What follows belongs to an exercise in optimizing a design on an open flow for small area and a short achievable clock period; a production flow would make more cautious choices.
RTL that was checked went through simulation tests only; none was proved equivalent to the original.
The clock port is modelled as an ideal driver; clocking choices that lean on that would not hold on a real chip.
Power is estimated from default activity; no workload was simulated.

==> 03-02: inputs <==
## frequency_measurement
module frequency_measurement #(
    parameter WIDTH = 32
)(
    input  logic clk,
    input  logic reset,
    input  logic [WIDTH-1:0] a, b,
    input  logic [3:0] opcode,
    output logic [WIDTH-1:0] result,
    output logic N, Z, C, V
);
    wire [0:0] a_t31 = a[31];
    wire [1:0] a_d31 = {1'b0, a_t31} - {1'b0, b[0:0]};
    wire qa31 = (~|b[31:1]) & ~a_d31[1];
    wire [0:0] a_r31 = qa31 ? a_d31[0:0] : a_t31;
    wire [1:0] a_t30 = {a_r31, a[30]};
    wire [2:0] a_d30 = {1'b0, a_t30} - {1'b0, b[1:0]};
    wire qa30 = (~|b[31:2]) & ~a_d30[2];
    wire [1:0] a_r30 = qa30 ? a_d30[1:0] : a_t30;
    wire [2:0] a_t29 = {a_r30, a[29]};
    wire [3:0] a_d29 = {1'b0, a_t29} - {1'b0, b[2:0]};
    wire qa29 = (~|b[31:3]) & ~a_d29[3];
    wire [2:0] a_r29 = qa29 ? a_d29[2:0] : a_t29;
    wire [3:0] a_t28 = {a_r29, a[28]};
    wire [4:0] a_d28 = {1'b0, a_t28} - {1'b0, b[3:0]};
    wire qa28 = (~|b[31:4]) & ~a_d28[4];
    wire [3:0] a_r28 = qa28 ? a_d28[3:0] : a_t28;
    wire [4:0] a_t27 = {a_r28, a[27]};
    wire [5:0] a_d27 = {1'b0, a_t27} - {1'b0, b[4:0]};
    wire qa27 = (~|b[31:5]) & ~a_d27[5];
    wire [4:0] a_r27 = qa27 ? a_d27[4:0] : a_t27;
  ...
make LEC_CHECK=0 ABC_AREA=1 CAP_MARGIN=20 CORE_MARGIN=2 CORE_UTILIZATION=50 CTS_CLUSTER_DIAMETER=40 CTS_CLUSTER_SIZE=10 SLEW_MARGIN=20 finish   # period 75.0 ns
run.sh (not shown) runs the stock make flow with config.mk's settings and CLKGATE_MAP_FILE= SYNTH_SCRIPT=/design/flow/synth_recipe.tcl, a recipe that flattens the netlist after the stock synthesis.
==> 08-13: changes against 03-02 <==
--- a/flow/design.v
+++ b/flow/design.v
@@ -999,17 +999,18 @@
     wire qc1 = (~|cb[31:31]) & ~c_d1[31];
     wire [30:0] c_r1 = qc1 ? c_d1[30:0] : c_t1;
     wire [31:0] c_t0 = {c_r1, ca[0]};
     wire [32:0] c_d0 = {1'b0, c_t0} - {1'b0, cb[31:0]};
     wire qc0 = (1'b1) & ~c_d0[32];
     wire [31:0] c_r0 = qc0 ? c_d0[31:0] : c_t0;
     wire [31:0] quo = {cq, qc6, qc5, qc4, qc3, qc2, qc1, qc0};
     wire [31:0] rem = c_r0;
+    wire zrem = qc0 ? (c_t0 == cb) : (c_t0 == 32'd0);
     always_comb begin
         case (rsel)
             2'd1: begin result = quo; Z = (quo == 32'd0); end
-            2'd2: begin result = rem; Z = (rem == 32'd0); end
+            2'd2: begin result = rem; Z = zrem; end
             default: begin result = roth; Z = rzo; end
         endcase
         N = result[31];
     end
 endmodule
==> 04-14: changes against 03-02 <==
--- a/flow/design.v
+++ b/flow/design.v
@@ -999,17 +999,18 @@
     wire qc1 = (~|cb[31:31]) & ~c_d1[31];
     wire [30:0] c_r1 = qc1 ? c_d1[30:0] : c_t1;
     wire [31:0] c_t0 = {c_r1, ca[0]};
     wire [32:0] c_d0 = {1'b0, c_t0} - {1'b0, cb[31:0]};
     wire qc0 = (1'b1) & ~c_d0[32];
     wire [31:0] c_r0 = qc0 ? c_d0[31:0] : c_t0;
     wire [31:0] quo = {cq, qc6, qc5, qc4, qc3, qc2, qc1, qc0};
     wire [31:0] rem = c_r0;
+    wire zrem = qc0 ? (c_t0 == cb) : (c_t0 == 32'd0);
     always_comb begin
         case (rsel)
             2'd1: begin result = quo; Z = (quo == 32'd0); end
-            2'd2: begin result = rem; Z = (rem == 32'd0); end
+            2'd2: begin result = rem; Z = zrem; end
             default: begin result = roth; Z = rzo; end
         endcase
         N = result[31];
     end
 endmodule
==> flow/flow/run.sh (new file) <==
#!/bin/bash
# Standard layout, run through the standard.sh; keeps its output in std.log.
set -e
bash standard.sh > std.log 2>&1
==> flow/standard.sh (new file) <==
#!/bin/bash
# synth_recipe.tcl (not shown) runs the flow's synth.tcl, then flattens the netlist and writes it again
# the make line also repeats each setting of config.mk as NAME=value (left out here)
make -C /OpenROAD-flow-scripts/flow DESIGN_CONFIG=/design/flow/config.mk WORK_HOME=/design/flow/orfs CLKGATE_MAP_FILE= SYNTH_SCRIPT=/design/flow/synth_recipe.tcl "${@:-finish}"
removed: flow/run.sh
==> comparison table <==
| metric | 08-13 | 04-14 | 03-02 |
|---|---|---|---|
| Outcome | no timing/DRC/antenna violations | no timing/DRC/antenna violations | no timing/DRC/antenna violations |
| Share of final-layout standard cells stronger than drive strength 1 | 6.021% | 6.021% | 4.837% |
| Detailed Route WL | 248.7 mm | 248.7 mm | 260.1 mm |
| Antenna diodes | 4 | 4 | 17 |
| Starting utilization of the core area | 50.41% | 50.41% | 50.33% |
| Met3 track demand over resource | 11.95% | 11.95% | 14.20% |
| Post-synthesis share of cell area spent on and, or, nand and nor gates | 26.00% | 26.00% | 26.27% |
| Detailed-route vias per instance | 6.098 | 6.098 | 6.176 |
| Mux cell area share after synthesis | 0.5305% | 0.5305% | 0.6779% |
| Signal arrival time at the worst endpoint | 37,950 ps | 37,950 ps | 38,400 ps |
| Worst Hold Path EP | cq[22] | cq[22] | cq[16] |
| Crit. path cell count | 222 | 222 | 187 |
| Sw Share | 59.30% | 59.30% | 57.83% |
| Flop-to-flop setup slack | 37,620 ps | 37,620 ps | 37,100 ps |
| Number of nets in the layout | 9,360 | 9,360 | 9,474 |
| Sequential Area | 0.004716 mm2 | 0.004716 mm2 | 0.004715 mm2 |
| All-Layer GR Usage | 42.91% | 42.91% | 45.05% |
| Grt met2 use | 63.17% | 63.17% | 67.26% |
| Crit share post-route | 49.84% | 49.84% | 50.53% |
| Power drawn by the clock network | 226 uW | 226 uW | 240 uW |
| Proportion of cell area occupied by multi-input gates | 75.89% | 75.89% | 75.28% |
| Final instance area | 0.05905 mm2 | 0.05905 mm2 | 0.05923 mm2 |
| NetSw | 1336 uW | 1336 uW | 1204 uW |
| Maximum number of pins on one net before global-route repair | 69 | 69 | 61 |
Only the layout flow was run in 03-02; the RTL was not checked for function there.

==> inputs of build 39 <==
frequency_measurement, a different RTL version from the one above (not shown whole).
Settings: LEC_CHECK=0, ABC_AREA=1, CAP_MARGIN=20, CORE_MARGIN=2, CORE_UTILIZATION=50, CTS_CLUSTER_DIAMETER=40, CTS_CLUSTER_SIZE=10, SLEW_MARGIN=20; clock period 75.0 ns.
standard.sh (not shown) runs the stock make flow with config.mk's settings and CLKGATE_MAP_FILE= SYNTH_SCRIPT=/design/flow/synth_recipe.tcl, a recipe that flattens the netlist after the stock synthesis.
==> flow/flow/run.sh <==
#!/bin/bash
# Standard layout (the standard.sh), with an extra timing repair after
# placement and after clock-tree synthesis that aims below the 75 ns period.
# Each step's full output goes to its own log file in this folder.
set -euo pipefail
MARGIN=$(cat flow/margin.txt)
R=$PWD/orfs/results/sky130hd/frequency_measurement/base
bash standard.sh place > std_place.log 2>&1
ODB_IN=$R/3_place.odb ODB_OUT=$R/3_place.odb SDC=$R/3_place.sdc MARGIN=$MARGIN TNS=0 PROPAGATED=0 \
  openroad -no_splash -exit flow/repair.tcl > repair_place.log 2>&1
bash standard.sh cts > std_cts.log 2>&1
ODB_IN=$R/4_cts.odb ODB_OUT=$R/4_cts.odb SDC=$R/4_cts.sdc MARGIN=$MARGIN TNS=0 PROPAGATED=1 \
  openroad -no_splash -exit flow/repair.tcl > repair_cts.log 2>&1
bash standard.sh finish > std_finish.log 2>&1
==> flow/flow/margin.txt <==
45
==> flow/flow/repair.tcl <==
read_liberty $::env(FLOW_HOME)/platforms/sky130hd/lib/sky130_fd_sc_hd__tt_025C_1v80.lib
read_db $::env(ODB_IN)
read_sdc $::env(SDC)
if {$::env(PROPAGATED)} { set_propagated_clock [all_clocks] }
source $::env(FLOW_HOME)/platforms/sky130hd/setRC.tcl
set_dont_use [get_lib_cells {sky130_fd_sc_hd__probe* sky130_fd_sc_hd__lpflow*}]
estimate_parasitics -placement
puts "before: worst slack [sta::worst_slack_cmd max] area [rsz::design_area]"
repair_timing -setup -setup_margin $::env(MARGIN) -repair_tns $::env(TNS) -sequence "unbuffer,sizeup,swap,buffer" -verbose
detailed_placement
check_placement -verbose
estimate_parasitics -placement
puts "after: worst slack [sta::worst_slack_cmd max] area [rsz::design_area]"
report_worst_slack -max
report_worst_slack -min
write_db $::env(ODB_OUT)
==> inputs of trial 63, as changes to build 39 <==
--- a/flow/design.v
+++ b/flow/design.v
@@ -946,38 +946,39 @@
     wire [31:0] dstate = {qhi, ra[6:0]};
     logic [31:0] oth;
     logic c_n, v_n;
     logic [1:0] sel;
     always_comb begin
         c_n = 1'b0;
         v_n = 1'b0;
-        sel = 2'd0;
+        sel = 2'd3;
         oth = 32'd0;
         case (opcode)
             4'd0: begin oth = addr[31:0]; c_n = addr[32]; v_n = (ra[31] == rb[31]) && (addr[31] != ra[31]); end
             4'd1: begin oth = addr[31:0]; v_n = (ra[31] == m31) && (addr[31] != ra[31]); end
             4'd2: oth = prod;
-            4'd3: sel = bnz ? 2'd1 : 2'd0;
-            4'd4: sel = bnz ? 2'd2 : 2'd0;
+            4'd3: sel = bnz ? 2'd1 : 2'd3;
+            4'd4: sel = bnz ? 2'd2 : 2'd3;
             4'd5: oth = ra & rb;
             4'd6: oth = ra | rb;
             4'd7: oth = ra ^ rb;
             4'd8: begin oth = sh_res; c_n = ra[31]; end
             4'd9: begin oth = sh_res; c_n = ra[0]; end
             default: ;
         endcase
     end
     wire [31:0] othz = oth;
-    wire [31:0] othd = (sel != 2'd0) ? dstate : oth;
+    wire [31:0] othd = (sel == 2'd1 || sel == 2'd2) ? dstate : oth;
     logic [31:0] roth;
     logic [1:0] rsel;
     logic rzo;
     always_ff @(posedge clk or posedge reset)
-        if (reset) begin roth <= '0; rsel <= 2'd0; rzo <= 1'b0; C <= 1'b0; V <= 1'b0; end
-        else begin roth <= othd; rsel <= sel; rzo <= (othz == 32'd0); C <= c_n; V <= v_n; end
+        if (reset) begin rsel <= 2'd0; C <= 1'b0; V <= 1'b0; end
+        else begin rsel <= sel; C <= c_n; V <= v_n; end
+    always_ff @(posedge clk) begin roth <= othd; rzo <= (othz == 32'd0); end
     logic [31:0] cb;
     logic [24:0] cr;
     always_ff @(posedge clk) begin
         cb <= rb;
         cr <= b_r7;
     end
     wire [24:0] cq = roth[31:7];
@@ -1013,12 +1014,13 @@
     wire [31:0] quo = {cq, qc6, qc5, qc4, qc3, qc2, qc1, qc0};
     wire [31:0] rem = c_r0;
     wire zrem = qc0 ? (c_t0 == cb) : (c_t0 == 32'd0);
     always_comb begin
         case (rsel)
             2'd1: begin result = quo; Z = (quo == 32'd0); end
             2'd2: begin result = rem; Z = zrem; end
-            default: begin result = roth; Z = rzo; end
+            2'd3: begin result = roth; Z = rzo; end
+            default: begin result = 32'd0; Z = 1'b0; end
         endcase
         N = result[31];
     end
 endmodule
==> flow/flow/run.sh (replaced) <==
#!/bin/bash
set -euo pipefail
MARGIN=$(cat flow/margin.txt)
MARGIN_CTS=$(cat flow/margin_cts.txt)
SEQ="-sequence unbuffer,sizeup,swap,buffer"
R=$PWD/orfs/results/sky130hd/frequency_measurement/base
bash standard.sh place > std_place.log 2>&1
PORTBUF=buf_2 RTARGS="$SEQ" ODB_IN=$R/3_place.odb ODB_OUT=$R/3_place.odb SDC=$R/3_place.sdc MARGIN=$MARGIN TNS=0 PROPAGATED=0 \
  openroad -no_splash -exit flow/repair.tcl > repair_place.log 2>&1
bash standard.sh cts > std_cts.log 2>&1
RTARGS="$SEQ" ODB_IN=$R/4_cts.odb ODB_OUT=$R/4_cts.odb SDC=$R/4_cts.sdc MARGIN=$MARGIN_CTS TNS=0 PROPAGATED=1 \
  openroad -no_splash -exit flow/repair.tcl > repair_cts.log 2>&1
bash standard.sh finish > std_finish.log 2>&1
==> flow/flow/margin_cts.txt (new file) <==
44.3
==> flow/flow/repair.tcl (replaced) <==
read_liberty $::env(FLOW_HOME)/platforms/sky130hd/lib/sky130_fd_sc_hd__tt_025C_1v80.lib
read_db $::env(ODB_IN)
read_sdc $::env(SDC)
if {$::env(PROPAGATED)} { set_propagated_clock [all_clocks] }
source $::env(FLOW_HOME)/platforms/sky130hd/setRC.tcl
set_dont_use [get_lib_cells {sky130_fd_sc_hd__probe* sky130_fd_sc_hd__lpflow*}]
# the port buffers the standard flow inserts are slow delay cells; use plain buffers
if {[info exists ::env(PORTBUF)]} {
  foreach inst [get_cells {input* output*}] {
    if {[get_property $inst ref_name] == "sky130_fd_sc_hd__clkdlybuf4s50_1"} {
      replace_cell $inst [get_lib_cells sky130_fd_sc_hd__$::env(PORTBUF)]
    }
  }
}
estimate_parasitics -placement
puts "before: worst slack [sta::worst_slack_cmd max] area [rsz::design_area]"
set reps 1
if {[info exists ::env(REPEAT)]} { set reps $::env(REPEAT) }
for {set i 0} {$i < $reps} {incr i} {
  repair_timing -setup -setup_margin $::env(MARGIN) -repair_tns $::env(TNS) {*}$::env(RTARGS) -verbose
}
detailed_placement
check_placement -verbose
estimate_parasitics -placement
puts "after: worst slack [sta::worst_slack_cmd max] area [rsz::design_area]"
report_worst_slack -max
report_worst_slack -min
write_db $::env(ODB_OUT)
==> inputs of trial 23, as changes to build 39 <==
--- a/flow/design.v
+++ b/flow/design.v
@@ -853,28 +853,28 @@
     wire [9:0] a_d23 = {1'b0, a_t23} - {1'b0, b[8:0]};
     wire qa23 = (~|b[31:9]) & ~a_d23[9];
     wire [8:0] a_r23 = qa23 ? a_d23[8:0] : a_t23;
     wire [9:0] a_t22 = {a_r23, a[22]};
     wire [10:0] a_d22 = {1'b0, a_t22} - {1'b0, b[9:0]};
     wire qa22 = (~|b[31:10]) & ~a_d22[10];
     wire [9:0] a_r22 = qa22 ? a_d22[9:0] : a_t22;
+    wire [10:0] a_t21 = {a_r22, a[21]};
+    wire [11:0] a_d21 = {1'b0, a_t21} - {1'b0, b[10:0]};
+    wire qa21 = (~|b[31:11]) & ~a_d21[11];
+    wire [10:0] a_r21 = qa21 ? a_d21[10:0] : a_t21;
     logic [31:0] ra, rb;
-    logic [9:0] rq, rc;
+    logic [10:0] rq, rc;
     always_ff @(posedge clk or posedge reset)
         if (reset) begin ra <= '0; rb <= '0; end
         else begin ra <= a; rb <= b; end
     always_ff @(posedge clk) begin
-        rq <= {qa31, qa30, qa29, qa28, qa27, qa26, qa25, qa24, qa23, qa22};
-        rc <= a_r22;
+        rq <= {qa31, qa30, qa29, qa28, qa27, qa26, qa25, qa24, qa23, qa22, qa21};
+        rc <= a_r21;
     end
-    wire [10:0] b_t21 = {rc, ra[21]};
-    wire [11:0] b_d21 = {1'b0, b_t21} - {1'b0, rb[10:0]};
-    wire qb21 = (~|rb[31:11]) & ~b_d21[11];
-    wire [10:0] b_r21 = qb21 ? b_d21[10:0] : b_t21;
-    wire [11:0] b_t20 = {b_r21, ra[20]};
+    wire [11:0] b_t20 = {rc, ra[20]};
     wire [12:0] b_d20 = {1'b0, b_t20} - {1'b0, rb[11:0]};
     wire qb20 = (~|rb[31:12]) & ~b_d20[12];
     wire [11:0] b_r20 = qb20 ? b_d20[11:0] : b_t20;
     wire [12:0] b_t19 = {b_r20, ra[19]};
     wire [13:0] b_d19 = {1'b0, b_t19} - {1'b0, rb[12:0]};
     wire qb19 = (~|rb[31:13]) & ~b_d19[13];
     wire [12:0] b_r19 = qb19 ? b_d19[12:0] : b_t19;
@@ -922,75 +922,78 @@
     wire [24:0] b_d8 = {1'b0, b_t8} - {1'b0, rb[23:0]};
     wire qb8 = (~|rb[31:24]) & ~b_d8[24];
     wire [23:0] b_r8 = qb8 ? b_d8[23:0] : b_t8;
     wire [24:0] b_t7 = {b_r8, ra[7]};
     wire [25:0] b_d7 = {1'b0, b_t7} - {1'b0, rb[24:0]};
     wire qb7 = (~|rb[31:25]) & ~b_d7[25];
     wire [24:0] b_r7 = qb7 ? b_d7[24:0] : b_t7;
+    wire [25:0] b_t6 = {b_r7, ra[6]};
+    wire [26:0] b_d6 = {1'b0, b_t6} - {1'b0, rb[25:0]};
+    wire qb6 = (~|rb[31:26]) & ~b_d6[26];
+    wire [25:0] b_r6 = qb6 ? b_d6[25:0] : b_t6;
     wire bnz = |rb;
     wire sub = (opcode == 4'd1);
     wire [32:0] addr = {1'b0, ra} + {1'b0, rb ^ {32{sub}}} + {32'd0, sub};
     wire [31:0] prod;
-    booth_mul mul_unit (.x(ra), .y(rb), .p(prod));
     wire big = |rb[31:5];
+    wire is_sh = opcode[3] & ~opcode[2] & ~opcode[1];
     wire right = opcode[0];
-    wire [31:0] sh_in, sh_rev, sh_out, sh_res;
+    wire [31:0] sh_rev, sh_res, pow2, mx, my;
     genvar gi;
     for (gi = 0; gi < 32; gi = gi + 1) begin : rev
         assign sh_rev[gi] = ra[31-gi];
-        assign sh_res[gi] = right ? sh_out[31-gi] : sh_out[gi];
+        assign sh_res[gi] = right ? prod[31-gi] : prod[gi];
+        assign pow2[gi] = ~big & (rb[4:0] == gi);
     end
-    assign sh_in = right ? sh_rev : ra;
-    assign sh_out = big ? 32'd0 : (sh_in << rb[4:0]);
+    assign mx = (is_sh & right) ? sh_rev : ra;
+    assign my = is_sh ? pow2 : rb;
+    booth_mul mul_unit (.x(mx), .y(my), .p(prod));
     wire m31 = rb[31] ^ (|rb[30:0]);
-    wire [24:0] qhi = {rq, qb21, qb20, qb19, qb18, qb17, qb16, qb15, qb14, qb13, qb12, qb11, qb10, qb9, qb8, qb7};
-    wire [31:0] dstate = {qhi, ra[6:0]};
+    wire [25:0] qhi = {rq, qb20, qb19, qb18, qb17, qb16, qb15, qb14, qb13, qb12, qb11, qb10, qb9, qb8, qb7, qb6};
+    wire [31:0] dstate = {qhi, ra[5:0]};
     logic [31:0] oth;
     logic c_n, v_n;
     logic [1:0] sel;
     always_comb begin
         c_n = 1'b0;
         v_n = 1'b0;
-        sel = 2'd0;
+        sel = 2'd3;
         oth = 32'd0;
         case (opcode)
             4'd0: begin oth = addr[31:0]; c_n = addr[32]; v_n = (ra[31] == rb[31]) && (addr[31] != ra[31]); end
             4'd1: begin oth = addr[31:0]; v_n = (ra[31] == m31) && (addr[31] != ra[31]); end
             4'd2: oth = prod;
-            4'd3: sel = bnz ? 2'd1 : 2'd0;
-            4'd4: sel = bnz ? 2'd2 : 2'd0;
+            4'd3: sel = bnz ? 2'd1 : 2'd3;
+            4'd4: sel = bnz ? 2'd2 : 2'd3;
             4'd5: oth = ra & rb;
             4'd6: oth = ra | rb;
             4'd7: oth = ra ^ rb;
             4'd8: begin oth = sh_res; c_n = ra[31]; end
             4'd9: begin oth = sh_res; c_n = ra[0]; end
             default: ;
         endcase
     end
     wire [31:0] othz = oth;
-    wire [31:0] othd = (sel != 2'd0) ? dstate : oth;
+    wire [31:0] othd = (sel == 2'd1 || sel == 2'd2) ? dstate : oth;
     logic [31:0] roth;
     logic [1:0] rsel;
     logic rzo;
     always_ff @(posedge clk or posedge reset)
-        if (reset) begin roth <= '0; rsel <= 2'd0; rzo <= 1'b0; C <= 1'b0; V <= 1'b0; end
-        else begin roth <= othd; rsel <= sel; rzo <= (othz == 32'd0); C <= c_n; V <= v_n; end
+        if (reset) begin rsel <= 2'd0; C <= 1'b0; V <= 1'b0; end
+        else begin rsel <= sel; C <= c_n; V <= v_n; end
+    always_ff @(posedge clk) begin roth <= othd; rzo <= (othz == 32'd0); end
     logic [31:0] cb;
-    logic [24:0] cr;
+    logic [25:0] cr;
     always_ff @(posedge clk) begin
         cb <= rb;
-        cr <= b_r7;
+        cr <= b_r6;
     end
-    wire [24:0] cq = roth[31:7];
-    wire [6:0] ca = roth[6:0];
-    wire [25:0] c_t6 = {cr, ca[6]};
-    wire [26:0] c_d6 = {1'b0, c_t6} - {1'b0, cb[25:0]};
-    wire qc6 = (~|cb[31:26]) & ~c_d6[26];
-    wire [25:0] c_r6 = qc6 ? c_d6[25:0] : c_t6;
-    wire [26:0] c_t5 = {c_r6, ca[5]};
+    wire [25:0] cq = roth[31:6];
+    wire [5:0] ca = roth[5:0];
+    wire [26:0] c_t5 = {cr, ca[5]};
     wire [27:0] c_d5 = {1'b0, c_t5} - {1'b0, cb[26:0]};
     wire qc5 = (~|cb[31:27]) & ~c_d5[27];
     wire [26:0] c_r5 = qc5 ? c_d5[26:0] : c_t5;
     wire [27:0] c_t4 = {c_r5, ca[4]};
     wire [28:0] c_d4 = {1'b0, c_t4} - {1'b0, cb[27:0]};
     wire qc4 = (~|cb[31:28]) & ~c_d4[28];
     wire [27:0] c_r4 = qc4 ? c_d4[27:0] : c_t4;
@@ -1006,19 +1009,20 @@
     wire [31:0] c_d1 = {1'b0, c_t1} - {1'b0, cb[30:0]};
     wire qc1 = (~|cb[31:31]) & ~c_d1[31];
     wire [30:0] c_r1 = qc1 ? c_d1[30:0] : c_t1;
     wire [31:0] c_t0 = {c_r1, ca[0]};
     wire [32:0] c_d0 = {1'b0, c_t0} - {1'b0, cb[31:0]};
     wire qc0 = (1'b1) & ~c_d0[32];
     wire [31:0] c_r0 = qc0 ? c_d0[31:0] : c_t0;
-    wire [31:0] quo = {cq, qc6, qc5, qc4, qc3, qc2, qc1, qc0};
+    wire [31:0] quo = {cq, qc5, qc4, qc3, qc2, qc1, qc0};
     wire [31:0] rem = c_r0;
     wire zrem = qc0 ? (c_t0 == cb) : (c_t0 == 32'd0);
     always_comb begin
         case (rsel)
             2'd1: begin result = quo; Z = (quo == 32'd0); end
             2'd2: begin result = rem; Z = zrem; end
-            default: begin result = roth; Z = rzo; end
+            2'd3: begin result = roth; Z = rzo; end
+            default: begin result = 32'd0; Z = 1'b0; end
         endcase
         N = result[31];
     end
 endmodule
==> flow/flow/run.sh (replaced) <==
#!/bin/bash
set -euo pipefail
MARGIN=$(cat flow/margin.txt)
MARGIN_CTS=$(cat flow/margin_cts.txt)
SEQ="-sequence unbuffer,sizeup,swap,buffer"
R=$PWD/orfs/results/sky130hd/frequency_measurement/base
bash standard.sh place > std_place.log 2>&1
PORTBUF=buf_2 RTARGS="$SEQ" ODB_IN=$R/3_place.odb ODB_OUT=$R/3_place.odb SDC=$R/3_place.sdc MARGIN=$MARGIN TNS=0 PROPAGATED=0 \
  openroad -no_splash -exit flow/repair.tcl > repair_place.log 2>&1
bash standard.sh cts > std_cts.log 2>&1
RTARGS="$SEQ" ODB_IN=$R/4_cts.odb ODB_OUT=$R/4_cts.odb SDC=$R/4_cts.sdc MARGIN=$MARGIN_CTS TNS=0 PROPAGATED=1 \
  openroad -no_splash -exit flow/repair.tcl > repair_cts.log 2>&1
bash standard.sh finish > std_finish.log 2>&1
==> flow/flow/margin.txt (replaced) <==
45.7
==> flow/flow/margin_cts.txt (new file) <==
44.8
==> flow/flow/repair.tcl (replaced) <==
read_liberty $::env(FLOW_HOME)/platforms/sky130hd/lib/sky130_fd_sc_hd__tt_025C_1v80.lib
read_db $::env(ODB_IN)
read_sdc $::env(SDC)
if {$::env(PROPAGATED)} { set_propagated_clock [all_clocks] }
source $::env(FLOW_HOME)/platforms/sky130hd/setRC.tcl
set_dont_use [get_lib_cells {sky130_fd_sc_hd__probe* sky130_fd_sc_hd__lpflow*}]
# the port buffers the standard flow inserts are slow delay cells; use plain buffers
if {[info exists ::env(PORTBUF)]} {
  foreach inst [get_cells {input* output*}] {
    if {[get_property $inst ref_name] == "sky130_fd_sc_hd__clkdlybuf4s50_1"} {
      replace_cell $inst [get_lib_cells sky130_fd_sc_hd__$::env(PORTBUF)]
    }
  }
}
estimate_parasitics -placement
puts "before: worst slack [sta::worst_slack_cmd max] area [rsz::design_area]"
set reps 1
if {[info exists ::env(REPEAT)]} { set reps $::env(REPEAT) }
for {set i 0} {$i < $reps} {incr i} {
  repair_timing -setup -setup_margin $::env(MARGIN) -repair_tns $::env(TNS) {*}$::env(RTARGS) -verbose
}
detailed_placement
check_placement -verbose
estimate_parasitics -placement
puts "after: worst slack [sta::worst_slack_cmd max] area [rsz::design_area]"
report_worst_slack -max
report_worst_slack -min
write_db $::env(ODB_OUT)
==> summary of the runs <==
- Between trial 23 and build 39, the lower core utilization is in build 39 (gap 2.6 points).
- Clock skew: build 39 < trial 23 < trial 63.
- The lowest synthesized cell count belongs to trial 63, the highest to build 39.
- Wire length, highest first: build 39, trial 63, trial 23.
- In build 39 the area after synthesis is higher than in trial 23, by 4.2%.
- In build 39 the combinational power is lower than in trial 63, by about 7%.
- Of trial 23 and build 39, build 39 has the higher die area (gap about 4%, measured against build 39).
- Sequential power: build 39 is smaller than trial 23 (about 6%).
- In sequential cell count, trial 63 and build 39 do not differ.
- Sequential share of layout area, lowest first: trial 63, trial 23, build 39.
==> figures <==
Result of the run: build 39 finished clean; trial 63 finished clean; trial 23 finished clean
Number of placement rows: build 39 122; trial 63 121; trial 23 119
Sequential cell count of the final layout: build 39 178; trial 63 178; trial 23 181
Startpoint of the worst setup timing path: build 39 cb[0]; trial 63 cb[4]; trial 23 rb[21]
Leading area contributor after synthesis: build 39 sky130_fd_sc_hd__ha_1; trial 63 sky130_fd_sc_hd__ha_1; trial 23 sky130_fd_sc_hd__nand2_1
Total power density per cell area: build 39 32.4 nW/um^2; trial 63 35.1 nW/um^2; trial 23 48.5 nW/um^2
Number of distinct library cell variants in the gate-level netlist after synthesis: build 39 81; trial 63 81; trial 23 66
Share of the synthesized area in compound gates (AO/OA/AOI/OAI): build 39 19.7%; trial 63 20.3%; trial 23 17.8%
R2r endpoint: build 39 cr[23]; trial 63 cr[4]; trial 23 cr[25]
Mean cell area of the mapped netlist: build 39 6.45 sq um; trial 63 6.49 sq um; trial 23 6.30 sq um
Data arrival time of the critical path: build 39 15.85 ns; trial 63 16.04 ns; trial 23 32.15 ns
WL per Instance: build 39 23.7 microns; trial 63 23.8 microns; trial 23 22.6 microns
Clock group share of total power: build 39 4.7%; trial 63 4.6%; trial 23 3.3%
Final net count: build 39 9681; trial 63 9514; trial 23 9710
Multi-input combinational cell area: build 39 46900 sq um; trial 63 46900 sq um; trial 23 46400 sq um
Max-Slew Margin vs Limit: build 39 12.1%; trial 63 21.1%; trial 23 10.7%
Number of well-tap cells placed: build 39 1488; trial 63 1414; trial 23 1391
Sw Ratio: build 39 60.1%; trial 63 61.6%; trial 23 65.9%
Total of clock buffers placed in the layout: build 39 19; trial 63 18; trial 23 18
Non-clock inverter instance count of the final layout: build 39 1178; trial 63 1165; trial 23 1229
Count of plain and timing-repair buffers in the layout: build 39 317; trial 63 340; trial 23 463
Share of synthesized area spent on multiplexers: build 39 0.328%; trial 63 0.328%; trial 23 0%
No functional check of the RTL was part of trial 23.

port drivers added, routing unchanged:
The results above use ideal ports. As a check the final layouts listed here were re-extracted and re-timed, cells and wires unchanged.
Step 1 (the two cells are an assumption about what drives the block):
set clk [get_ports {clk}]
set_driving_cell -lib_cell sky130_fd_sc_hd__clkbuf_16 $clk
set_driving_cell -lib_cell sky130_fd_sc_hd__buf_2 [delete_from_list [all_inputs] $clk]
Step 2 times the ports against the registers' clock, not the clock port: input delays grow and output delays shrink by t, the midpoint of the rising clock arrivals with the driver on.
Three values: ideal, step 1, step 2; two values: the first two.
run | shift t [ns] | setup slack, ns | hold slack, ns | slew at the worst register clock pin (ns) | worst slew at a driven data input, ns
03-02 | 0.701 | 37.099 / 37.099 / 37.099 | 0.320 / 0.320 / 0.320 | 0.06 / 0.06 | 0.18
08-13 | 0.716 | 37.617 / 37.617 / 37.617 | 0.325 / 0.325 / 0.325 | 0.06 / 0.06 | 0.12
04-14 | 0.716 | 37.617 / 37.617 / 37.617 | 0.325 / 0.325 / 0.325 | 0.06 / 0.06 | 0.12
build 39 | 0.554 | 44.147 / 44.084 / 44.324 | 0.517 / 0.517 / 0.517 | 0.08 / 0.08 | 0.12
trial 63 | 0.579 | 43.958 / 43.883 / 44.350 | 0.511 / 0.511 / 0.511 | 0.10 / 0.10 | 0.13
trial 23 | 0.581 | 43.235 / 43.224 / 43.235 | 0.436 / 0.436 / 0.436 | 0.10 / 0.10 | 0.11
After both steps every run listed still meets setup and hold.
